Context: an optimization exercise on an open-source flow, tuned for small area. The choices shown serve that exercise and are no tape-out recipe. The RTL was checked by simulation tests, not by an equivalence proof against the original design. Power figures rest on the tool's default switching activity, not on a simulated workload.

==> flow/design.v <==
module y86_cpu (
    input  wire        clk,
    input  wire        rst_n,
    output wire [63:0] imem_addr,
    input  wire [79:0] imem_data,
    output wire [63:0] dmem_addr,
    input  wire [63:0] dmem_rdata,
    output wire [63:0] dmem_wdata,
    output wire        dmem_we,
    output wire [ 2:0] stat
);
localparam [3:0] RNONE = 4'hF, RRSP = 4'h4;
reg         F_rst;                  
reg  [ 3:0] D_icode;
reg         D_adr;                  
reg  [ 3:0] D_ifun, D_rA, D_rB;
reg  [ 3:0] D_srcA, D_srcB;          
reg  [63:0] D_valC, D_valP;
reg         D_selC;                 
reg  [ 6:0] D_PC;
reg         D_bt;
reg  [ 3:0] E_icode;
reg         E_adr;
reg  [ 3:0] E_rA, E_rB;
reg         E_Cnd;                  
reg  [63:0] E_valE, E_valA;
reg         E_ofa, E_b63;           
reg         E_fwdA;                 
reg  [ 6:0] E_PC;
reg         E_bt;
reg  [ 3:0] M_icode;
reg         M_adr;
reg  [ 3:0] M_dstE, M_dstM;
reg  [63:0] M_valE, M_valA;
reg         M_bt, M_mp;
reg         M_hi;                   
reg  [ 1:0] W_st;                   
reg         W_ret;
reg  [63:0] W_val;
reg  [ 2:0] cc;
wire D_halt  = D_icode == 4'H0;
wire D_rrm   = D_icode == 4'H2;
wire D_irm   = D_icode == 4'H3;
wire D_rmm   = D_icode == 4'H4;
wire D_mrm   = D_icode == 4'H5;
wire D_opq   = D_icode == 4'H6;
wire D_jxx   = D_icode == 4'H7;
wire D_call  = D_icode == 4'H8;
wire D_ret   = D_icode == 4'H9;
wire D_push  = D_icode == 4'HA;
wire D_pop   = D_icode == 4'HB;
wire E_rrm   = E_icode == 4'H2;
wire E_irm   = E_icode == 4'H3;
wire E_mrm   = E_icode == 4'H5;
wire E_opq   = E_icode == 4'H6;
wire E_jxx   = E_icode == 4'H7;
wire E_call  = E_icode == 4'H8;
wire E_ret   = E_icode == 4'H9;
wire E_push  = E_icode == 4'HA;
wire E_pop   = E_icode == 4'HB;
wire M_rmm   = M_icode == 4'H4;
wire M_mrm   = M_icode == 4'H5;
wire M_jxx   = M_icode == 4'H7;
wire M_call  = M_icode == 4'H8;
wire M_ret   = M_icode == 4'H9;
wire M_push  = M_icode == 4'HA;
wire M_pop   = M_icode == 4'HB;
wire        mem_read  = M_mrm | M_pop | M_ret;
wire        mem_write = M_rmm | M_push | M_call;
wire        M_selA    = M_pop | M_ret | (M_jxx & M_bt);
wire        M_mem     = mem_read | mem_write;
assign dmem_addr      = ({64{M_mem & M_selA}} & M_valA) | ({64{M_mem & ~M_selA}} & M_valE);
wire        dmem_error = M_mem & M_hi;
assign dmem_we        = mem_write & ~dmem_error;
assign dmem_wdata     = M_valA;
wire        m_rd      = mem_read & ~dmem_error;    
wire [63:0] m_valM    = {64{m_rd}} & dmem_rdata;
wire        m_adr     = M_adr | dmem_error;
wire        m_ins     = M_icode[3] & M_icode[2];
wire        m_hlt     = M_icode == 4'H0;
wire        m_exc     = m_adr | m_ins | m_hlt;
wire        W_exc     = W_st != 2'd0;
wire        e_Cnd = E_Cnd;
wire [2:0]  cc_next;
wire zf = cc_next[2], sf = cc_next[1], of = cc_next[0];
reg  d_Cnd;
always @(*) begin
  case (D_ifun)
    4'H0: d_Cnd = 1'b1;
    4'H1:  d_Cnd = (sf ^ of) | zf;
    4'H2:   d_Cnd = sf ^ of;
    4'H3:   d_Cnd = zf;
    4'H4:  d_Cnd = ~zf;
    4'H5:  d_Cnd = ~(sf ^ of);
    4'H6:   d_Cnd = ~(sf ^ of) & ~zf;
    default: d_Cnd = 1'b0;
  endcase
end
wire [3:0]  E_dstE_raw = (E_opq | E_rrm | E_irm) ? E_rB :
                         (E_push | E_pop | E_call | E_ret) ? RRSP : RNONE;
wire [3:0]  e_dstE  = (E_rrm & ~e_Cnd) ? RNONE : E_dstE_raw;
wire        E_load  = E_mrm | E_pop;
wire [3:0]  E_dstM  = E_load ? E_rA : RNONE;
wire [63:0] e_valA  = ({64{E_fwdA & m_rd}} & dmem_rdata) | ({64{~E_fwdA}} & E_valA);
wire        e_mp    = E_jxx & (e_Cnd ^ E_bt);
wire        set_cc  = E_opq & ~m_exc & ~W_exc;
assign cc_next = ~rst_n ? 3'b100 :
                 set_cc ? {E_valE == 64'd0, E_valE[63], E_ofa & (E_b63 ^ E_valE[63])} : cc;
wire [3:0] d_srcA = D_srcA;
wire [3:0] d_srcB = D_srcB;
reg  [63:0] rf [0:14];
wire [63:0] rfA = (d_srcA == RNONE) ? W_val : rf[d_srcA];
wire [63:0] rfB = (d_srcB == RNONE) ? W_val : rf[d_srcB];
wire E_nz = (E_icode != 4'H0) & (E_icode != 4'H1) & ~(E_icode[3] & E_icode[2]);
wire aP  = D_call | D_jxx;
wire aE  = d_srcA == e_dstE;
wire aMm = d_srcA == M_dstM;
wire aMe = d_srcA == M_dstE;
wire bE  = d_srcB == e_dstE;
wire bMm = d_srcB == M_dstM;
wire bMe = d_srcB == M_dstE;
wire sAP  = aP;
wire sAMm = ~aP & aMm;
wire sAMe = ~aP & ~aMm & aMe;
wire sAR  = ~aP & ~aMm & ~aMe;
wire sAE  = ~aP & aE;
wire sBMm = bMm;
wire sBMe = ~bMm & bMe;
wire sBR  = ~bMm & ~bMe;
wire [63:0] d_valA_o = ({64{sAP}} & D_valP) | ({64{sAMm & m_rd}} & dmem_rdata) |
                       ({64{sAMe}} & M_valE) | ({64{sAR}} & rfA);
wire [63:0] d_valB_o = ({64{sBMm & m_rd}} & dmem_rdata) | ({64{sBMe}} & M_valE) | ({64{sBR}} & rfB);
wire [63:0] E_valEz  = {64{E_nz}} & E_valE;
wire [63:0] d_valA = sAE ? E_valEz : d_valA_o;
wire [63:0] d_valB = bE  ? E_valEz : d_valB_o;
wire        alu_sub = (D_opq & (D_ifun == 4'H1)) | D_call | D_push;
wire        alu_and = D_opq & (D_ifun == 4'H2);
wire        alu_xor = D_opq & (D_ifun == 4'H3);
wire [63:0] aluA = (D_rrm | D_opq) ? d_valA :
                   (D_irm | D_rmm | D_mrm | D_jxx) ? D_valC :
                   (D_call | D_push | D_ret | D_pop) ? 64'd8 : 64'd0;
wire [63:0] aluB = (D_rmm | D_mrm | D_opq | D_call | D_push | D_ret | D_pop) ? d_valB : 64'd0;
wire [63:0] aluAx = aluA ^ {64{alu_sub}};
wire [63:0] alu_p = aluAx ^ aluB;
wire [63:0] alu_g = aluAx & aluB;
reg  [63:0] cg, cp, cgn, cpn;
integer ci, cd;
always @(*) begin
  cg = alu_g; cp = alu_p;
  cg[0] = alu_g[0] | (alu_p[0] & alu_sub);
  for (cd = 1; cd < 64; cd = cd * 2) begin
    cgn = cg; cpn = cp;
    for (ci = 0; ci < 64; ci = ci + 1)
      if ((ci / cd) % 2 == 1) begin
        cgn[ci] = cg[ci] | (cp[ci] & cg[(ci / cd) * cd - 1]);
        cpn[ci] = cp[ci] & cp[(ci / cd) * cd - 1];
      end
    cg = cgn; cp = cpn;
  end
end
wire [63:0] alu_sum = alu_p ^ {cg[62:0], alu_sub};
wire [63:0] d_valE  = alu_and ? alu_g : alu_xor ? alu_p : alu_sum;
wire        d_ofa = (D_ifun[3:1] == 3'd0) & ~(aluAx[63] ^ aluB[63]);
wire h_load_use = E_load & ((E_rA == d_srcB) | ((E_rA == d_srcA) & ~(D_rmm | D_push)));
wire h_ret      = D_ret | E_ret | M_ret;
wire F_stall    = h_load_use | h_ret;
wire D_stall    = h_load_use;
wire D_bubble   = ~rst_n | e_mp | (~h_load_use & h_ret);
wire E_bubble   = ~rst_n | h_load_use | e_mp;
wire M_bubble   = ~rst_n | m_exc | W_exc;
wire W_stall    = W_exc;
wire [63:0] f_PC = ({64{~M_mp & ~F_rst & D_selC}} & D_valC) |
                   ({64{~M_mp & ~F_rst & ~D_selC}} & D_valP) |
                   ({64{M_mp & M_selA}} & M_valA) | ({64{M_mp & ~M_selA}} & M_valE);
assign imem_addr = f_PC;
wire [3:0]  f_icode = imem_data[7:4];
wire [3:0]  f_ifun  = imem_data[3:0];
wire        f_adr   = |f_PC[63:11];
wire        need_regids = (f_icode == 4'H2) || (f_icode == 4'H3) ||
    (f_icode == 4'H5) || (f_icode == 4'H6) ||
    (f_icode == 4'H4) || (f_icode == 4'HA) || (f_icode == 4'HB);
wire        need_valC = (f_icode == 4'H3) || (f_icode == 4'H4) ||
    (f_icode == 4'H5) || (f_icode == 4'H7) || (f_icode == 4'H8);
wire [3:0]  f_srcA = ((f_icode == 4'H2) || (f_icode == 4'H4) || (f_icode == 4'H6) ||
                      (f_icode == 4'HA)) ? imem_data[15:12] :
                     ((f_icode == 4'H9) || (f_icode == 4'HB)) ? RRSP : RNONE;
wire [3:0]  f_srcB = ((f_icode == 4'H4) || (f_icode == 4'H6) || (f_icode == 4'H5)) ? imem_data[11:8] :
                     ((f_icode == 4'H8) || (f_icode == 4'H9) || (f_icode == 4'HA) ||
                      (f_icode == 4'HB)) ? RRSP : RNONE;
wire [63:0] f_valC = need_regids ? imem_data[79:16] : imem_data[71:8];
wire [63:0] f_valP = f_PC + {60'd0, need_valC, 2'b00, 1'b1} + {63'd0, need_regids};
reg  [127:0] PHT1, PHT0;
reg          pht_pend;
reg  [6:0]   predict_history, train_history;
wire       train_valid = E_jxx;
wire       train_mp    = e_mp;
wire       train_taken = E_bt ^ train_mp;
wire [6:0] train_idx   = E_PC ^ train_history;
wire [6:0] predict_idx   = f_PC[6:0] ^ predict_history;
wire       predict_taken = (pht_pend & (predict_idx == train_idx)) ? E_bt : PHT1[predict_idx];
wire       predict_valid = f_icode == 4'H7;
wire       f_selC = (predict_valid & predict_taken) | (f_icode == 4'H8);
wire       t1 = PHT1[train_idx], t0 = PHT0[train_idx];
wire       tn1 = (t1 & t0) | (t1 & train_taken) | (t0 & train_taken);
wire       tn0 = (t1 & ~t0) | (t1 & train_taken) | (~t0 & train_taken);
wire       pw1 = rst_n & (pht_pend ? E_bt : tn1);
wire       pw0 = ~rst_n | (~pht_pend & tn0);
wire       pht_we = train_valid | pht_pend;
always @(posedge clk) begin
  if (~rst_n)
    predict_history <= 7'd0;
  else if (train_mp)
    predict_history <= {train_history[5:0], train_taken};
  else if (predict_valid)
    predict_history <= {predict_history[5:0], predict_taken};
  if (~rst_n)
    train_history <= 7'd0;
  else if (train_valid)
    train_history <= {train_history[5:0], train_taken};
  pht_pend <= ~rst_n & train_valid;
end
genvar gi;
generate
  for (gi = 0; gi < 128; gi = gi + 1) begin : g_pht
    wire hit = pht_we & (train_idx == gi);
    always @(posedge clk) begin
      if (hit | ~rst_n) begin
        PHT1[gi] <= pw1;
        PHT0[gi] <= pw0;
      end
    end
  end
endgenerate
always @(posedge clk) begin
  F_rst <= ~rst_n;
  if (D_bubble) begin
    D_icode <= 4'H1;
    D_adr   <= 1'b0;
    D_srcA  <= RNONE;
    D_srcB  <= RNONE;
  end else if (~D_stall) begin
    D_icode <= f_icode;
    D_adr   <= f_adr;
    D_srcA  <= f_srcA;
    D_srcB  <= f_srcB;
  end
  if (~F_stall) begin
    D_ifun <= f_ifun;
    D_rA   <= imem_data[15:12];
    D_rB   <= imem_data[11:8];
    D_PC   <= f_PC[6:0];
    D_bt   <= predict_taken;
  end
  if (M_ret) begin
    D_valP <= m_valM;
    D_selC <= 1'b0;
  end else if (~F_stall & ~(W_ret & W_exc)) begin
    D_valC <= f_valC;
    D_valP <= f_valP;
    D_selC <= f_selC;
  end
  if (E_bubble) begin
    E_icode <= 4'H1;
    E_adr   <= 1'b0;
  end else begin
    E_icode <= D_icode;
    E_adr   <= D_adr;
  end
  E_Cnd  <= d_Cnd;
  E_rA   <= D_rA;
  E_rB   <= D_rB;
  E_valE <= d_valE;
  E_valA <= d_valA;
  E_ofa  <= d_ofa;
  E_b63  <= aluB[63];
  E_fwdA <= (D_rmm | D_push) & (d_srcA == E_dstM);
  E_PC   <= ~rst_n ? train_idx : D_PC;
  E_bt   <= ~rst_n ? train_taken : D_bt;
  cc <= cc_next;
  if (M_bubble) begin
    M_icode <= 4'H1;
    M_adr   <= 1'b0;
    M_dstE  <= RNONE;
    M_dstM  <= RNONE;
    M_mp    <= 1'b0;
  end else begin
    M_icode <= E_icode;
    M_adr   <= E_adr;
    M_dstE  <= e_dstE;
    M_dstM  <= E_dstM;
    M_mp    <= e_mp;
  end
  M_valE <= E_valE;
  M_valA <= e_valA;
  M_bt   <= E_bt;
  M_hi   <= (E_pop | E_ret) ? (|E_valA[63:11]) : (|E_valE[63:11]);
  if (~rst_n) begin
    W_st  <= 2'd0;
    W_ret <= 1'b0;
  end else if (~W_stall) begin
    W_st  <= m_adr ? 2'd1 : m_ins ? 2'd2 : m_hlt ? 2'd3 : 2'd0;
    W_ret <= M_ret;
  end
  W_val <= ({64{(M_dstM == RNONE) & m_rd}} & dmem_rdata) |
           ({64{(M_dstM != RNONE) & (M_dstE == RNONE)}} & M_valE);
end
wire        rf_we  = rst_n;
wire [63:0] wbus   = ({64{(M_dstM != RNONE) & m_rd}} & dmem_rdata) | ({64{M_dstM == RNONE}} & M_valE);
wire [63:0] wrsp   = ({64{(M_dstM == RRSP) & m_rd}} & dmem_rdata) | ({64{M_dstM != RRSP}} & M_valE);
integer ri;
always @(posedge clk) begin
  for (ri = 0; ri < 15; ri = ri + 1) begin
    if (rf_we && (M_dstE == ri || M_dstM == ri)) begin
      if (ri == RRSP) rf[ri] <= wrsp;
      else            rf[ri] <= wbus;
    end
  end
end
assign stat = (W_st == 2'd1) ? 3'H3 :
              (W_st == 2'd2) ? 3'H2 :
              (W_st == 2'd3) ? 3'H4 : 3'H1;
endmodule
==> flow/run.sh <==
#!/bin/bash
# synth_recipe.tcl (not shown) runs the flow's synth.tcl, then flattens the netlist and writes it again
# the make line also repeats each setting of config.mk as NAME=value (left out here)
make -C /OpenROAD-flow-scripts/flow DESIGN_CONFIG=/design/flow/config.mk WORK_HOME=/design/flow/orfs CLKGATE_MAP_FILE= SYNTH_SCRIPT=/design/flow/synth_recipe.tcl finish
==> flow/config.mk <==
export PLATFORM = sky130hd
export DESIGN_NAME = y86_cpu
export DESIGN_NICKNAME = y86_cpu
export VERILOG_FILES = /design/flow/design.v
export SDC_FILE = /design/flow/constraint.sdc
export NUM_CORES = 4
export LEC_CHECK = 0
export CAP_MARGIN = 20
export CORE_MARGIN = 2
export CORE_UTILIZATION = 60
export CTS_BUF_LIST = sky130_fd_sc_hd__clkbuf_16
export CTS_CLUSTER_DIAMETER = 80
export CTS_CLUSTER_SIZE = 24
export SETUP_SLACK_MARGIN = 0.1
export SLEW_MARGIN = 20
==> flow/constraint.sdc <==
create_clock -name core_clock -period 10.0 [get_ports {clk}]
set_input_delay 2.0000 -clock core_clock [delete_from_list [all_inputs] [get_ports {clk}]]
set_output_delay 2.0000 -clock core_clock [all_outputs]
set_load 0.01 [all_outputs]
==> impl_metrics.json, run 1 <==
{
  "status": "failed layout checks",
  "failed_checks": "capacitance limit",
  "synth.distinct_cells": 93,
  "regToRegSetupSlack_ns": 2.05,
  "ys_async_sr_fraction_pct": 0,
  "path_cells": "or4_2 -> buf_4 -> nand2_4 -> a21oi_1 -> nand4_1 -> o21ai_0 -> a31oi_1 -> a22o_1 -> xor2_1 -> ha_1 -> o21ai_0 -> o31ai_1 -> a41o_1 -> a22oi_1 -> a2111oi_0 -> o21a_1 -> a21o_1 -> a21o_1 -> a41oi_1 -> or4_1 -> nand3_1",
  "p_seq_share_pct": 52.5,
  "r2r_end": "E_valE[44]",
  "gp_routability_congestion": 1.066,
  "route.detailed.drc": 0,
  "start_util_pct": 60.19,
  "dieWidth_um": 377.4,
  "routedWlPerCell_um": 39.29,
  "grt.total_usage_pct": 48.99,
  "dp_hpwl_um": 226600,
  "hold_path_class": "reg -> reg",
  "power_frac_clock_pct": 20.6,
  "synth_fp_nets": 7347,
  "cap_violations": 1,
  "critical_path_required_ns": 10.69,
  "avgSynthCellArea_um2": 11.75,
  "core.rowCount": 137,
  "cts.sinks": 1761,
  "core_um2": 139000,
  "crit_start": "D_srcA[0]",
  "die-area_um2": 142500,
  "grt_pass1_wl_um": 495100,
  "power.internal_mw": 13.51,
  "cp-endpoint": "E_valE[44]",
  "place_ws_ns": 2.636,
  "totalWireLength_um": 359600,
  "drtIter0Drc": 16140,
  "worst_slack_ns": 2.052,
  "vias": 72360,
  "fin_crit_sh_pct": 79.48,
  "path_clk_slew_ns": 0.11,
  "final_antenna_net_count": 0,
  "fin_tns_setup_ns": 0,
  "nets": 7422,
  "antenna_found_initial": 23,
  "io_pins": 342,
  "post_drt_via_cell_ratio": 7.905,
  "path_class": "reg -> reg",
  "seqCellArea_um2": 48910,
  "cts_max_level": 3,
  "fmax_mhz": 125.8,
  "syn_inst": 7124,
  "r2r.worst_path.cells": 21,
  "finalSetupViolCount": 0,
  "period_minus_slack_ns": 7.948,
  "leakage_nw": 30.55,
  "holdWs_ns": 0.3555,
  "tightest_slew_ns": 1.478,
  "fin_worst_skew_ns": 0.04427,
  "arrival_ns": 8.64,
  "rr_startpoint": "D_srcA[0]",
  "cts_made_buffers": 90,
  "hold_buffers": 0,
  "slew_viol_final": 0,
  "synth_edf_count": 1364,
  "cts_buffer_depth": 3,
  "cpPeakStageDelay_ns": 0.85,
  "slew_headroom_pct": 0.7254,
  "synthesis.area_um2": 83670,
  "rsz0062_at_grt": "no",
  "seq_area_frac_synth_pct": 58.45,
  "worst_ir_drop_vdd_mv": 0.5371,
  "end_kind": "flip-flop",
  "cts_setup_buffers": 0,
  "area_growth_pct": 10.68,
  "post_cts_resized": 0,
  "clock_latency_ns": 0.79,
  "first_global_vias": 66850,
  "p_sw_mw": 7.245,
  "combPwrFrac_pct": 26.9,
  "crit_path_top_delay_cell": "a2111oi_0",
  "gr-total-overflow": 0,
  "postLayoutCellArea_um2": 92610,
  "clock-root-buffer": "clkbuf_16",
  "die_h_um": 377.4,
  "critPathLaunchType": "flip-flop",
  "power_switching_share_pct": 34.91,
  "place_area_um2": 89720,
  "yosysWarnings": 2,
  "multi_input_area_um2": 32640,
  "power.total_mw": 20.76,
  "port_buffers": 341,
  "finalHoldViolCount": 0,
  "drive_above_1_share_pct": 9.319,
  "firstDrtPassIters": 13,
  "p_per_area_nw_per_um2": 224.1,
  "crit_path_max_fanout": 36,
  "synth_flop_cell": "edfxtp_1",
  "fillers": 10390,
  "grt_max_degree": 131,
  "ys_seq_elements": 1761,
  "cts_tree": "built"
}
final cells by class:
| cell class | instances | area share [%] |
|---|---|---|
| flip-flops and latches | 1761 | 52.82 |
| well taps | 1876 | 2.535 |
| repair buffers | 583 | 5.880 |
| clock inverters | 67 | 0.5607 |
| inverters | 117 | 0.4742 |
| diodes | 13 | 0.03513 |
| clock buffers | 91 | 2.459 |
| multi-input cells | 4646 | 35.24 |
synth_stat cells, types with 11 or more instances:
cell type | number | share of area, %
a32oi_1 | 12 | 0.13
nor2b_1 | 23 | 0.17
a221oi_1 | 61 | 0.64
mux2_2 | 75 | 1.0
a21oi_1 | 445 | 2.7
xnor2_1 | 143 | 1.5
a22oi_1 | 708 | 6.4
a22o_1 | 134 | 1.4
o22ai_1 | 187 | 1.4
and2_1 | 20 | 0.15
nor2_1 | 275 | 1.2
mux4_2 | 89 | 2.4
inv_1 | 116 | 0.52
a21o_1 | 31 | 0.28
dfxtp_1 | 397 | 9.5
nand3_1 | 258 | 1.5
nand2_1 | 425 | 1.9
edfxtp_1 | 1364 | 49
clkbuf_1 | 530 | 2.4
buf_2 | 16 | 0.096
nor3_1 | 129 | 0.77
nand2b_1 | 40 | 0.30
ha_1 | 71 | 1.1
a211oi_1 | 76 | 0.68
nand4_1 | 166 | 1.2
xor2_1 | 52 | 0.54
buf_1 | 40 | 0.18
and3_1 | 40 | 0.30
o21ai_0 | 491 | 2.9
nor4_1 | 59 | 0.44
a222oi_1 | 185 | 2.2
o21ai_1 | 11 | 0.066
mux2i_1 | 164 | 2.0
a31oi_1 | 91 | 0.68
power groups by stage:
stage               Combinational [mW]  Sequential, mW  Clock, mW
CTS                               5.34            10.8       4.25
detailed placement                5.31            10.9          0
finish                            5.58            10.9       4.28
global route                      5.83            10.9       4.47
floorplan                         3.20            10.4          0
global placement                  5.23            10.9          0
layout by cell type (no fill, tap or decap), types with 89 or more instances in the layout:
| master | Yosys | routed |
|---|---|---|
| mux4_2 | 89 | 89 |
| inv_1 | 116 | 150 |
| nor2_1 | 275 | 241 |
| nor3_1 | 129 | 112 |
| a222oi_1 | 185 | 185 |
| xnor2_1 | 143 | 137 |
| nand3_1 | 258 | 257 |
| clkdlybuf4s50_1 | 0 | 340 |
| buf_4 | 7 | 222 |
| o22ai_1 | 187 | 187 |
| mux2i_1 | 164 | 164 |
| a22o_1 | 134 | 134 |
| a31oi_1 | 91 | 91 |
| edfxtp_1 | 1364 | 1364 |
| nand2_1 | 425 | 422 |
| clkbuf_16 | 0 | 91 |
| dfxtp_1 | 397 | 395 |
| o21ai_0 | 491 | 444 |
| a21oi_1 | 445 | 439 |
| a22oi_1 | 708 | 707 |
| nand4_1 | 166 | 166 |
state kept, by name, indices dropped and copies added, names as in the netlist, 7 cells and up:
signal	count
rf	960
PHT0	128
PHT1	128
D_valC	64
D_valP	64
E_valA	64
E_valE	64
M_valA	64
M_valE	64
W_val	64
D_PC	7
E_PC	7
predict_history	7
train_history	7
logic make-up after synthesis:
logic type | share of synthesized area (%)
compound gates | 20.58
flops | 58.45
simple gates | 8.842
buf+inv | 3.339
mux | 5.457
xor+xnor | 2.119
fa+ha+maj | 1.217
worst max-delay path, delay by kind of cell, from the launching register on:
kind | cells | cell delay (ns)
flops | 1 | 0.83
simple gates | 5 | 1.51
compound gates | 13 | 4.55
fa+ha+maj | 1 | 0.32
xor+xnor | 1 | 0.15
buf+inv | 1 | 0.45
metal layers:
layer  GRT usage, %  share of wire (%)  vias to the layer above
met3          25.19                 20                     1626
met2          66.41                 40                     7617
li1               -                  -                    28560
met4          24.10                6.4                       28
met1          64.06                 34                    34530
met5          2.504               0.19                        -
worst min-delay path by stage:
stage	from	endpoint	slack, ns	depth (start not counted)
6_report	D_rA[3]	E_rA[3]	0.36	0
5_1_grt	D_rA[3]	E_rA[3]	0.36	0
4_1_cts	D_rB[0]	E_rB[0]	0.36	0
3_5_place_dp	D_rA[3]	E_rA[3]	0.33	0
3_3_place_gp	D_rA[0]	E_rA[0]	0.32	0
2_1_floorplan	D_rA[0]	E_rA[0]	0.32	0
metrics by stage:
| stage | util, % | instances |
|---|---|---|
| finish | 66.62 | 9154 |
| global route | 66.60 | 9144 |
| CTS | 66.55 | 9139 |
| detailed placement | 64.54 | 8981 |
| global placement | 64.53 | 8979 |
| floorplan | - | 7124 |
==> inputs of run 2 (changes only) <==
--- a/flow/config.mk
+++ b/flow/config.mk
@@ -5,11 +5,11 @@
 export SDC_FILE = /design/flow/constraint.sdc
 export NUM_CORES = 4
 export LEC_CHECK = 0
-export CAP_MARGIN = 20
+export CAP_MARGIN = 35
 export CORE_MARGIN = 2
 export CORE_UTILIZATION = 60
 export CTS_BUF_LIST = sky130_fd_sc_hd__clkbuf_16
 export CTS_CLUSTER_DIAMETER = 80
 export CTS_CLUSTER_SIZE = 24
 export SETUP_SLACK_MARGIN = 0.1
-export SLEW_MARGIN = 20
+export SLEW_MARGIN = 25
==> run 2 against run 1 <==
  * Now clean on timing, DRC and antenna
  * Via count is 0.71% higher
  * Fmax is 2.1% higher
  * Critical path depth is 1 higher
  * Clock skew is 0.0067 ns lower
  * Count of clock-buffer cells in the layout stayed put
  * Register-to-register slack better by 0.16 ns
  * Largest cell class unchanged
  * Largest power group unchanged
==> impl_metrics.json, run 2 <==
{
  "yosysMostFrequentCell": "edfxtp_1",
  "slew_headroom_pct": 24.46,
  "leakage_nw": 30.84,
  "totalWireLength_um": 359600,
  "grt_pass1_wl_um": 495500,
  "clock_latency_ns": 0.79,
  "cts_tree": "built",
  "cp_num_buf_inv": 2,
  "seq_area_frac_synth_pct": 58.45,
  "path_cells": "or4_2 -> buf_4 -> nand2_4 -> buf_4 -> a21oi_1 -> nand4_1 -> o21ai_0 -> a31oi_1 -> a22oi_1 -> xnor2_1 -> ha_1 -> a21o_1 -> a21oi_1 -> o21ai_0 -> o311a_1 -> a311o_1 -> and3_1 -> a211o_1 -> a31o_2 -> a211oi_1 -> mux2i_1 -> a221o_1",
  "synth_flop_cell": "edfxtp_1",
  "dieWidth_um": 377.4,
  "firstDrtPassIters": 11,
  "drtIter0Drc": 16850,
  "ys_seq_elements": 1761,
  "synthesis.area_um2": 83670,
  "io_pins": 342,
  "cap_violations": 0,
  "finalHoldViolCount": 0,
  "start_util_pct": 60.19,
  "hold_buffers": 0,
  "antenna_found_initial": 22,
  "route.detailed.drc": 0,
  "worst_ir_drop_vdd_mv": 0.5342,
  "synth_fp_nets": 7347,
  "grt_max_degree": 129,
  "fin_tns_setup_ns": 0,
  "hold_path_class": "reg -> reg",
  "stdcell_count": 9212,
  "tightest_slew_ns": 1.121,
  "grt.total_usage_pct": 49.05,
  "cts_made_buffers": 90,
  "gr-total-overflow": 0,
  "die-area_um2": 142500,
  "end_kind": "flip-flop",
  "period_minus_slack_ns": 7.787,
  "post_cts_resized": 0,
  "cts_setup_buffers": 0,
  "ys_top_cells_by_count": "edfxtp_1, a22oi_1, clkbuf_1, o21ai_0, a21oi_1",
  "cpPeakStageDelay_ns": 0.84,
  "fillers": 10380,
  "cts.sinks": 1761,
  "largest_reg_flops": 960,
  "largest_register": "rf",
  "nets": 7478,
  "synth_edf_count": 1364,
  "clock-root-buffer": "clkbuf_16",
  "critPathLaunchType": "flip-flop",
  "syn_inst": 7124,
  "first_global_vias": 66740,
  "path_class": "reg -> reg",
  "critPathTopFamily": "compound AO/OA/AOI/OAI gates",
  "final_common_cell": "edfxtp_1",
  "p_per_area_nw_per_um2": 223.5,
  "yosysTopAreaCell": "edfxtp_1",
  "critical_path_required_ns": 10.68,
  "drive_above_1_share_pct": 10.01,
  "cts_buffer_depth": 3,
  "path_clk_slew_ns": 0.11,
  "die_h_um": 377.4,
  "crit_path_top_delay_cell": "dfxtp_1",
  "top_regs": "rf (960), PHT0 (128), PHT1 (128)",
  "ys_async_sr_fraction_pct": 0,
  "dp_hpwl_um": 227700,
  "slew_viol_final": 0,
  "rsz0062_at_grt": "no",
  "post_drt_via_cell_ratio": 7.911,
  "arrival_ns": 8.47,
  "final_cell_mix": "edfxtp_1, a22oi_1, o21ai_0",
  "crit_path_max_fanout": 36,
  "place_inst": 9004,
  "area_growth_pct": 11.26,
  "cts_max_level": 3,
  "yosysWarnings": 2,
  "status": "finished clean",
  "fmax_mhz": 128.4,
  "avgSynthCellArea_um2": 11.75,
  "routedWlPerCell_um": 39.03,
  "fin_crit_sh_pct": 77.87,
  "fin_worst_skew_ns": 0.03759,
  "synth_top_area_share_pct": 48.95,
  "finalSetupViolCount": 0,
  "core_um2": 139000,
  "final_antenna_net_count": 0,
  "synth.area.top_cells": "edfxtp_1, dfxtp_1, a22oi_1",
  "port_buffers": 341,
  "gp_routability_congestion": 1.066,
  "vias": 72880,
  "core.rowCount": 137,
  "synth.distinct_cells": 93
}
## run 2: cell count changes in the layout (fill, tap and decap cells not counted), sizes merged
| cell | delta |
|---|---|
| clkinv | +1 |
| buf | +46 |
| diode | +2 |
| clkbuf | +10 |
| clkinvlp | -1 |
## run 2: stage by stage
| step | total power [mW] | setup WS (ns) | util, % | hold slack [ns] | cell area [um2] |
|---|---|---|---|---|---|
| final | 20.81 | 2.213 | 66.97 | 0.3528 | 93100 |
| after global routing | 21.28 | 1.898 | 66.95 | 0.3608 | 93080 |
| after global placement | 16.13 | 2.723 | 64.53 | 0.3241 | 89710 |
| after floorplan | 13.63 | 0.6346 | - | 0.3233 | 83670 |
| after detailed placement | 16.27 | 2.665 | 64.73 | 0.3287 | 89990 |
| after CTS | 20.37 | 2.597 | 66.74 | 0.3554 | 92780 |
## run 2: cells by family (layout without fill, tap and decap cells)
| family | count (synthesis) | count (layout) | share of synthesized area, % |
|---|---|---|---|
| simple gates | 1506 | 1506 | 8.842 |
| xor+xnor | 199 | 199 | 2.119 |
| flops | 1761 | 1761 | 58.45 |
| compound gates | 2531 | 2531 | 20.58 |
| other cells | 0 | 15 | 0 |
| mux | 332 | 332 | 5.457 |
| fa+ha+maj | 78 | 78 | 1.217 |
| buf+inv | 717 | 914 | 3.339 |
## run 2: final timing paths
check                 start          to  slack (ns)  depth (start not counted)
setup reg to reg  D_srcA[1]  E_valE[62]        2.21                         22
setup / recovery  D_srcA[1]  E_valE[62]        2.21                         22
hold reg to reg     D_rB[0]     E_rB[0]        0.35                          0
hold / removal      D_rB[0]     E_rB[0]        0.35                          0
## run 2: where the power goes
part / internal (mW) / total (mW) / switching, mW
Sequential: 9.69 / 10.9 / 1.20
Clock: 1.75 / 4.27 / 2.52
Combinational: 2.12 / 5.65 / 3.53
## run 2: worst reg2reg max path: stages, from the launching register on
cell	delay [ns]
dfxtp_1	0.84
or4_2	0.26
buf_4	0.46
nand2_4	0.61
buf_4	0.58
a21oi_1	0.22
nand4_1	0.10
o21ai_0	0.84
a31oi_1	0.23
a22oi_1	0.23
xnor2_1	0.12
ha_1	0.39
a21o_1	0.19
a21oi_1	0.12
o21ai_0	0.15
o311a_1	0.34
a311o_1	0.35
and3_1	0.19
a211o_1	0.36
a31o_2	0.33
a211oi_1	0.39
mux2i_1	0.13
a221o_1	0.26
## run 2: layout make-up
class	count	area, um2	share of cell area [%]
timing repair buffer	639	5929	6.369
sequential	1761	48910	52.54
tap	1876	2347	2.521
inverter	117	439.2	0.4717
clock buffer	91	2277	2.446
clock inverter	67	516.7	0.5551
multi-input combinational	4646	32640	35.05
antenna	15	37.54	0.04032
## run 2: layer usage
metal  track usage (%)  wire, um  vias to the layer above
li1                  -         -                    28700
met1             64.68    123900                    34820
met2             66.21    141600                     7708
met3             24.51     69690                     1613
met4             24.87     23510                       34
met5             1.544       856                        -

-- static timing again, ports no longer ideal --
How much do the figures lean on ideal ports? The routed layouts below were timed once more, with nothing changed but the port constraints.
Step 1 assumes that a clkbuf_16 drives the clock port and a buf_2 every other input.
Step 2 adds t to the input delays and takes it off the output delays; t is the mean of the earliest and latest rising clock arrival at the registers after step 1. Input paths then give back, and output paths get back, about the clock's delay inside the block.
a / b / c = no drivers / after step 1 / after step 2; a / b = the first two.
| run | shift t [ns] | setup WS [ns] | worst setup path after step 2 | worst register clock-pin slew, ns |
|---|---|---|---|---|
| run 1 | 0.845 | 2.052 / 2.052 / 2.052 | register to register | 0.11 / 0.11 |
| run 2 | 0.862 | 2.213 / 2.213 / 2.213 | register to register | 0.11 / 0.11 |
